Source: an optimization exercise on an open RTL-to-GDS flow (aim: small area, a short achievable clock period and few clock cycles). Production flows keep margins and buffers that such runs may drop. Only simulation tests tie the RTL to the original design; equivalence was not proved.

## flow/design.v (module list and top-level ports; edited modules follow where they fit)
// module MandelbrotGen: 7522 lines
// module mfa: 4 lines
// module mha: 4 lines
// module mnor2: 3 lines
// module mnand2: 3 lines
module MandelbrotGen(
		input Clk_100M,           
		input  [4:0]BTNS,         
		input  SW0,               
		input  SW15,              
		output reg [18:0] addrA,  
		output reg [11:0] dinA,   
		output reg wea            
    );
  // ...
==> flow/flow/run.sh <==
#!/bin/bash
# Layout flow: the standard synthesis (standard.sh synth), then the
# standard ORFS layout steps (standard.sh's make command) with these changes:
#  - the resizer's timing repair aims for a larger setup slack margin, so that
#    it shortens the critical paths below the clock period;
#  - extra ORFS variables given in EXTRA below.
# Each tool's output goes to a log file in this folder.
set -euo pipefail
MARGIN=7.5
EXTRA='BUFFER_PORTS_ARGS="-buffer_cell sky130_fd_sc_hd__buf_2"'
bash standard.sh synth > synth.log 2>&1
sed -e "s/SETUP_SLACK_MARGIN=[0-9.]*/SETUP_SLACK_MARGIN=$MARGIN/" \
    -e "s|\"\${@:-finish}\"|$EXTRA \"\${@:-finish}\"|" standard.sh > layout.sh
bash layout.sh > layout.log 2>&1
==> flow/standard.sh <==
#!/bin/bash
# synth_recipe.tcl (not shown) runs the flow's synth.tcl, then flattens the netlist and writes it again
# the make line also repeats each setting of config.mk as NAME=value (left out here)
make -C /OpenROAD-flow-scripts/flow DESIGN_CONFIG=/design/flow/config.mk WORK_HOME=/design/flow/orfs CLKGATE_MAP_FILE= SYNTH_SCRIPT=/design/flow/synth_recipe.tcl "${@:-finish}"
==> flow/config.mk <==
export PLATFORM = sky130hd
export DESIGN_NAME = MandelbrotGen
export DESIGN_NICKNAME = MandelbrotGen
export VERILOG_FILES = /design/flow/design.v
export SDC_FILE = /design/flow/constraint.sdc
export NUM_CORES = 8
export LEC_CHECK = 0
export ABC_AREA = 1
export CAP_MARGIN = 70
export CORE_MARGIN = 2
export CORE_UTILIZATION = 40
export CTS_BUF_LIST = sky130_fd_sc_hd__clkbuf_8
export CTS_CLUSTER_DIAMETER = 100
export CTS_CLUSTER_SIZE = 10
export SETUP_SLACK_MARGIN = 5
export SLEW_MARGIN = 70
export SYNTH_HIERARCHICAL = 1
export SYNTH_MINIMUM_KEEP_SIZE = 0
export TNS_END_PERCENT = 0
==> flow/constraint.sdc <==
create_clock -name core_clock -period 11.0 [get_ports {Clk_100M}]
set_input_delay 2.2000 -clock core_clock [delete_from_list [all_inputs] [get_ports {Clk_100M}]]
set_output_delay 2.2000 -clock core_clock [all_outputs]
set_load 0.01 [all_outputs]
==> impl_metrics.json, run 1 <==
{
  "fillCellCount": 23453,
  "dr_wl_met3_um": 32100,
  "weighted_congestion_at_the_end_of_routability_driven_global_placement": 0.955,
  "global_route_wire_length_before_repair_um": 510000,
  "min_to": "cr2b[14]$_DFF_P_",
  "critical-path-slowest-cell": "dfxtp_2",
  "antenna_found_initial": 18,
  "max_cap_viol_count": 0,
  "drt_first_iter_violations": 8506,
  "start_util_pct": 40.2,
  "numClockSinks": 1120,
  "via_per_inst": 5.63,
  "outcome": "complete, no violations",
  "met2_usage_pct": 39.4,
  "yosys_register_bits": 1120,
  "detailroute.via_count": 82536,
  "finalSetupTns_ns": 0,
  "grt_util_met3_pct": 6.19,
  "post_synth_and_or_nand_nor_area_fraction_pct": 14.7,
  "cts.path.max_buffers": 3,
  "hold-path-cell-count": 0,
  "rrSetupSlack_ns": 7.19,
  "worst_hold_slack_ns": 0.314,
  "postLayoutCellArea_um2": 116000,
  "placementRows": 184,
  "buffers_excl_clock": 555,
  "synth_commonest_cells": "1,669 x fa_1, 1,636 x nor2_1, 1,521 x nand2_1",
  "crit-reg2reg-launch": "zr1b[17]$_DFF_P_",
  "area_share_nonclk_buffers_pct": 5.70,
  "finalWirelength_um": 336000,
  "synthesized_netlist_cell_count": 10858,
  "comb.multi_input.count": 8562,
  "wirelength_met1_um": 139000,
  "clk_pin_slew_ns": 0.08,
  "synthesized_area_fraction_occupied_by_xor_and_xnor_cells_pct": 6.95,
  "max_freq_mhz": 263,
  "layout.area.seq_um2": 24000
}
Testbench counts, summed over its fixed seeds: cycles 2,839,990.
==> run 2: changes to the inputs <==
--- a/flow/config.mk
+++ b/flow/config.mk
@@ -8,3 +8,3 @@
 export ABC_AREA = 1
-export CAP_MARGIN = 70
+export CAP_MARGIN = 40
 export CORE_MARGIN = 2
@@ -15,3 +15,3 @@
 export SETUP_SLACK_MARGIN = 5
-export SLEW_MARGIN = 70
+export SLEW_MARGIN = 40
 export SYNTH_HIERARCHICAL = 1
==> run 2 against run 1 <==
  * Still clean
  * Highest routed layer unchanged
  * Hold slack about the same
  * Clock skew down 0.0066 ns
  * Die area unchanged
  * First-iteration DRC count up 0.83%
  * Sequential share of layout area down 0.15 points
  * Global-route usage up 0.59 points
  * Critical path type unchanged
==> impl_metrics.json, run 2 <==
{
  "outcome": "complete, no violations",
  "synthesized_netlist_cell_count": 10858,
  "crit_path_max_fanout": 10,
  "muxShareOfSynthArea_pct": 0,
  "weighted_congestion_at_the_end_of_routability_driven_global_placement": 0.955,
  "count_of_flip_flops_with_a_built_in_enable_after_synthesis": 126,
  "detailroute.via_count": 84111,
  "synthDistinctLibCells": 61,
  "worstRegToRegCells": 11,
  "cp_top_family": "adder cells",
  "rrSetupSlack_ns": 7.18,
  "detailedPlacementHpwl_um": 238000,
  "placed_area_um2": 105000,
  "design.core.area_um2": 251000,
  "drtAntennaViolNets": 0,
  "postLayoutCellArea_um2": 117000,
  "min_to": "cr2a[13]$_DFF_P_",
  "final-instance-count-excl-fill": 14825,
  "clk_root_buffer_cell": "clkbuf_8",
  "crit_path_cell_trace": "buf_12, nor2_2, o21ai_4, buf_12, o22ai_1, xor2_1, fa_1, fa_2, fa_1, fa_1, fa_1",
  "grt_max_degree": 73,
  "post_synth_fa_ha_maj_area_fraction_pct": 40.0,
  "global_route_wire_length_before_repair_um": 520000,
  "clock-skew-final_ns": 0.0623,
  "timing.rr.end": "cutb_q[101]$_DFF_P_",
  "cts_tree": "done",
  "commonest_cells_after_routing_fill_and_taps_aside": "1,577 x fa_1, 1,558 x nor2_1, 1,490 x nand2_1",
  "netlist_top_cells_area": "fa_1 33%, dfxtp_1 20%, ha_1 6.9%",
  "first_pass_iters": 7,
  "numClockSinks": 1120,
  "max_freq_mhz": 262,
  "synth.cell_area_um2": 101000,
  "relSlewSlack_pct": 35.8,
  "hold-path-cell-count": 0,
  "layout.nets": 13657,
  "post-route-worst-setup-slack_ns": 7.18,
  "yosys_warnings": 7,
  "multiInputGateArea_um2": 74700,
  "finalWirelength_um": 345000,
  "clk_pin_slew_ns": 0.08,
  "htreeDepth": 4,
  "start_util_pct": 40.2,
  "area_delta_synth_final_pct": 15.8,
  "ys_seq_area_share_pct": 23.5,
  "min_period_ns": 3.82,
  "via_per_inst": 5.67,
  "setup_violations": 0,
  "critical_path_buf_inv_count": 2,
  "layout.area.seq_um2": 24000,
  "antenna_found_initial": 17,
  "die_x_um": 506,
  "count_of_unresolved_drc_violations_after_routing": 0,
  "arrival_time_at_the_worst_endpoint_ns": 4.62,
  "capturing_element_type_of_the_critical_path": "register",
  "ioPinCount": 40,
  "finalSetupTns_ns": 0,
  "wl_per_cell_um": 23.3,
  "detailroute.wirelength.met2_um": 151000,
  "placementRows": 184,
  "cp_data_required_time_ns": 11.81,
  "cts.path.max_buffers": 3,
  "ys.flop_type": "dfxtp_1",
  "die_span_in_y_um": 506,
  "grt_setup_unrepaired": "true",
  "crit-reg2reg-launch": "zi1b[3]$_DFF_P_",
  "critical-path-slowest-cell": "fa_1",
  "most_area_hungry_cell_type_in_the_yosys_netlist": "fa_1",
  "overflow": 0,
  "yosys_register_bits": 1120,
  "clk-insertion-delay-late_ns": 0.98,
  "max_slew.worst_pin.slew_ns": 0.962,
  "critPathLaunch": "zi1b[3]$_DFF_P_",
  "yosysMostFrequentCell": "fa_1",
  "grt_util_all_layers_pct": 26.3,
  "port_buffers": 36,
  "first_global_vias": 85666,
  "cp_slowest_stage_delay_ns": 0.52,
  "final-hold-violation-count": 0,
  "drt_first_iter_violations": 8577,
  "max_cap_viol_count": 0,
  "synth_area_per_cell_um2": 9.30,
  "critical_path.startpoint_type": "register",
  "mostFrequentLayoutCell": "fa_1",
  "post_synth_and_or_nand_nor_area_fraction_pct": 14.7,
  "synth_top_family_by_area": "adder cells",
  "share_of_post_route_cells_with_drive_strength_above_1_pct": 13.7,
  "cpMostUsedCell": "fa_1",
  "synthesized_area_fraction_occupied_by_xor_and_xnor_cells_pct": 6.95,
  "fillCellCount": 23271,
  "wirelength_met1_um": 139000,
  "worst_hold_startpoint": "cr1a[13]$_DFF_P_",
  "worstSetupPathType": "register to register",
  "slew_viol_final": 0,
  "synth_top_area_share_pct": 33.1,
  "place_inst": 14082,
  "synth_commonest_cells": "1,669 x fa_1, 1,636 x nor2_1, 1,521 x nand2_1",
  "tritoncts_buffer_count": 138,
  "dr_wl_met3_um": 35900,
  "die_area_um2": 256000,
  "placement.setup.worst_slack_ns": 6.13,
  "hold_class": "register to register",
  "top_layer": "met5",
  "final.period_utilization_pct": 34.7,
  "complex_gate_fraction_of_the_synthesized_area_pct": 10.2,
  "synth_async_sr_flop_share_pct": 0
}
[run 2: worst reg2reg max path: cells and delay by family, from the launching register on]
| family | cells | cell delay, ns |
|---|---|---|
| buffers and inverters | 2 | 0.31 |
| xor gates and xnor gates | 1 | 0.21 |
| adders and majority gates | 5 | 2.21 |
| DFF | 1 | 0.38 |
| and+or+nand+nor | 1 | 0.26 |
| AOI/OAI and AO/OA | 2 | 0.29 |
[run 2: cell type report]
type,instances,share of cell area [%]
multi-input combinational,8565,63.9
inverter,858,3.19
timing repair buffer,699,6.63
clock inverter,46,0.318
clock buffer,142,1.67
tap,3348,3.58
sequential,1120,20.5
antenna,7,0.0150
timing repair inverter,40,0.197
[run 2: timing repair]
item | in CTS | in global routing
buffers inserted | 312 | 152
gates resized for setup | 815 | 309
pin swaps | 156 | 149
setup endpoints to repair | 679 | 567
hold buffers | 0 | 0
cloned | 69 | 15
[run 2: per-module statistics from Yosys, one instance, submodules excluded]
| module | flops+latches | copies in the design | cells | area [µm²] |
|---|---|---|---|---|
| MandelbrotGen | 1120 | 1 | 7698 | 60400 |
| mfa | 0 | 1656 | 1 | 20.0 |
| mha | 0 | 200 | 1 | 12.5 |
| mnand2 | 0 | 112 | 1 | 3.75 |
| mnor2 | 0 | 1192 | 1 | 3.75 |
[run 2: kinds of logic after synthesis]
group           Yosys count
xor+xnor                800
simple gates           3702
flops                  1120
other cells               2
compound gates         1794
buf+inv                1213
fa+ha+maj              2227
[run 2: how the worst max path moves through the flow]
stage / slack (ns) / depth (start not counted) / to
finish: 7.18 / 11 / cutb_q[101]$_DFF_P_
global route: 7.13 / 11 / cutb_q[101]$_DFF_P_
CTS: 7.25 / 1 / addrA[15]
detailed placement: 6.13 / 10 / cutb_q[101]$_DFF_P_
global placement: 6.22 / 10 / cutd_q[99]$_DFF_P_
floorplan: 7.16 / 10 / cuta_q[99]$_DFF_P_
[run 2: per-layer routing]
metal  vias up  GRT usage [%]
met5         -              0
met4        34           12.8
met3      1028           6.65
met2      4586           39.8
met1     41873           35.1
li1      36590              -
[run 2: per-stage QoR]
| step | hold slack [ns] | utilization [%] |
|---|---|---|
| after floorplan | 0.310 | - |
| after global placement | 0.310 | 41.9 |
| after detailed placement | 0.312 | 42.0 |
| after CTS | 0.318 | 45.5 |
| after global routing | 0.321 | 46.5 |
| final | 0.313 | 46.5 |
==> run 3: changes to the inputs <==
--- a/flow/config.mk
+++ b/flow/config.mk
@@ -8,10 +8,10 @@
 export ABC_AREA = 1
-export CAP_MARGIN = 40
+export CAP_MARGIN = 70
 export CORE_MARGIN = 2
 export CORE_UTILIZATION = 40
-export CTS_BUF_LIST = sky130_fd_sc_hd__clkbuf_8
-export CTS_CLUSTER_DIAMETER = 100
-export CTS_CLUSTER_SIZE = 10
+export CTS_BUF_LIST = sky130_fd_sc_hd__clkbuf_16
+export CTS_CLUSTER_DIAMETER = 60
+export CTS_CLUSTER_SIZE = 20
 export SETUP_SLACK_MARGIN = 5
-export SLEW_MARGIN = 40
+export SLEW_MARGIN = 70
 export SYNTH_HIERARCHICAL = 1
==> run 3 against run 2 <==
  * Still clean
  * Critical path type unchanged
  * Area after synthesis is the same
  * Setup slack gained 0.026 ns
  * Clock skew shrank 0.019 ns
  * Critical path depth grew 2
  * Highest routed layer unchanged
==> impl_metrics.json, run 3 <==
{
  "synth_async_sr_flop_share_pct": 0,
  "synth_top_area_share_pct": 33.1,
  "final_util_pct": 47.1,
  "port_buffers": 36,
  "numClockSinks": 1120,
  "clock-skew-final_ns": 0.0437,
  "min_period_ns": 3.79,
  "antenna_found_initial": 23,
  "synth_area_per_cell_um2": 9.30,
  "final.period_utilization_pct": 34.5,
  "detailroute.via_count": 82897,
  "synthDistinctLibCells": 61,
  "grt_max_degree": 67,
  "final-hold-violation-count": 0,
  "grt_util_all_layers_pct": 25.7,
  "netlist_top_cells_area": "fa_1 33%, dfxtp_1 20%, ha_1 6.9%",
  "hold_class": "register to register",
  "yosys_warnings": 7,
  "crit_path_max_fanout": 13,
  "slew_viol_final": 0,
  "max_cap_viol_count": 0,
  "max_slew.worst_pin.slew_ns": 0.584,
  "worst_hold_slack_ns": 0.316,
  "die_x_um": 506,
  "clk-insertion-delay-late_ns": 0.84,
  "cp_data_required_time_ns": 11.71,
  "first_pass_iters": 6,
  "most_area_hungry_cell_type_in_the_yosys_netlist": "fa_1",
  "tritoncts_buffer_count": 132,
  "setup_violations": 0,
  "count_of_unresolved_drc_violations_after_routing": 0,
  "yosys_register_bits": 1120,
  "synthesized_netlist_cell_count": 10858,
  "start_util_pct": 40.2,
  "cts_tree": "done",
  "synth_commonest_cells": "1,669 x fa_1, 1,636 x nor2_1, 1,521 x nand2_1",
  "placementRows": 184,
  "fillCellCount": 23169,
  "grt_setup_unrepaired": "true",
  "overflow": 0,
  "design.core.area_um2": 251000,
  "clk_pin_slew_ns": 0.08,
  "ys.flop_type": "dfxtp_1",
  "area_delta_synth_final_pct": 17.2,
  "ioPinCount": 40,
  "ys_seq_area_share_pct": 23.5,
  "die_span_in_y_um": 506,
  "count_of_flip_flops_with_a_built_in_enable_after_synthesis": 126,
  "synth.cell_area_um2": 101000,
  "worstSetupPathType": "register to register",
  "critical_path.startpoint_type": "register",
  "mostFrequentLayoutCell": "fa_1",
  "layout.nets": 13474,
  "finalSetupTns_ns": 0,
  "share_of_post_route_cells_with_drive_strength_above_1_pct": 13.6,
  "max_freq_mhz": 264,
  "die_area_um2": 256000,
  "outcome": "complete, no violations",
  "cts.path.max_buffers": 3,
  "capturing_element_type_of_the_critical_path": "register",
  "htreeDepth": 4,
  "first_global_vias": 84382,
  "via_per_inst": 5.64,
  "weighted_congestion_at_the_end_of_routability_driven_global_placement": 0.955,
  "arrival_time_at_the_worst_endpoint_ns": 4.50,
  "commonest_cells_after_routing_fill_and_taps_aside": "1,574 x fa_1, 1,560 x nor2_1, 1,478 x nand2_1",
  "drt_first_iter_violations": 8908,
  "drtAntennaViolNets": 0,
  "yosysMostFrequentCell": "fa_1",
  "wl_per_cell_um": 22.9,
  "relSlewSlack_pct": 60.7,
  "detailedPlacementHpwl_um": 241000,
  "global_route_wire_length_before_repair_um": 510000,
  "finalWirelength_um": 337000,
  "clk_root_buffer_cell": "clkbuf_16"
}
-- run 3: stage by stage --
| step | area, µm² | instances | worst slack [ns] |
|---|---|---|---|
| after floorplan | 101000 | 10895 | 7.16 |
| after global placement | 105000 | 14077 | 6.22 |
| after detailed placement | 107000 | 14135 | 6.57 |
| after CTS | 115000 | 14555 | 7.23 |
| after global routing | 118000 | 14698 | 7.14 |
| final | 118000 | 14708 | 7.21 |
-- run 3: what timing repair did --
item,4_1_cts,5_1_grt
resized for setup,609,374
endpoints found under the setup margin,526,531
pin swaps,136,146
cloned,33,16
hold buffers,0,0
setup buffers,143,119
-- run 3: layer usage --
| layer | routed length [µm] | GRT usage, % |
|---|---|---|
| met5 | 206 | 0 |
| met4 | 16100 | 11.1 |
| met3 | 32500 | 6.14 |
| met2 | 149000 | 39.3 |
| met1 | 139000 | 34.9 |
-- run 3: layout make-up --
class                   count  area, µm²  area share (%)
diodes                     11       27.5          0.0233
repair buffers            556       6520            5.51
clock buffers             134       3350            2.84
repair inverters            8       63.8          0.0540
multi-input cells        8563      75000            63.5
clock inverters           110       1420            1.20
flip-flops and latches   1120      23900            20.2
well taps                3348       4190            3.54
inverters                 858       3720            3.15
-- run 3: cell families after synthesis --
family	count (synthesis)	synth area share, %
buf+inv	1213	4.59
flops	1120	23.5
xor+xnor	800	6.95
compound gates	1794	10.2
fa+ha+maj	2227	40.0
other cells	2	0.00744
simple gates	3702	14.7
-- run 3: path summary, 6_finish.rpt --
check                                       start                  end  slack (ns)  cells after the start
worst max-delay path             zi1d[11]$_DFF_P_  cutd_q[103]$_DFF_P_        7.21                     13
worst max register to register   zi1d[11]$_DFF_P_  cutd_q[103]$_DFF_P_        7.21                     13
worst min register to register  n1a[0]$_SDFF_PP0_       n2a[0]$_DFF_P_        0.32                      0
worst min-delay path            n1a[0]$_SDFF_PP0_       n2a[0]$_DFF_P_        0.32                      0
-- run 3: worst max-delay path, cell delays in order (launching register included) --
cell and delay (ns):
dfxtp_2 0.35, buf_12 0.17, nand2_1 0.11, inv_1 0.06, nor2_2 0.19, clkinv_4 0.14
buf_4 0.19, o22ai_1 0.18, xor2_1 0.12, fa_1 0.40, fa_1 0.43, fa_1 0.50
fa_1 0.40, fa_1 0.43
-- run 3: modules after synthesis (local to each module, per instance) --
module / cells / cell area (µm²) / flip-flops and latches
mnand2: 1 / 3.75 / 0
MandelbrotGen: 7698 / 60400 / 1120
mha: 1 / 12.5 / 0
mnor2: 1 / 3.75 / 0
mfa: 1 / 20.0 / 0

port drivers added, routing unchanged:
The flow's constraints put no driver on any port. The routed layouts listed below were extracted and timed again, unchanged, in two steps. Step 1 (the two cells are an assumption about what drives the block):
set clk [get_ports {Clk_100M}]
set_driving_cell -lib_cell sky130_fd_sc_hd__clkbuf_16 $clk
set_driving_cell -lib_cell sky130_fd_sc_hd__buf_2 [delete_from_list [all_inputs] $clk]
Step 2 adds t to the input delays and takes it off the output delays; t is the mean of the earliest and latest rising clock arrival at the registers after step 1. Input paths then give back, and output paths get back, about the clock's delay inside the block. Slacks: no drivers / after step 1 / after step 2; pairs: no drivers / after step 1.
| run | t (ns) | setup WS [ns] | latest minus earliest clock arrival (ns) | worst slew at a driven data input, ns | cell pins on the clock port's net |
|---|---|---|---|---|---|
| run 1 | 1.020 | 7.195 / 7.195 / 7.195 | 0.080 / 0.079 | 0.04 | 1 |
| run 2 | 1.039 | 7.182 / 7.182 / 7.182 | 0.065 / 0.065 | 0.04 | 1 |
| run 3 | 0.911 | 7.208 / 7.191 / 7.208 | 0.053 / 0.053 | 0.03 | 1 |
After both steps setup and hold are still met in every run listed.
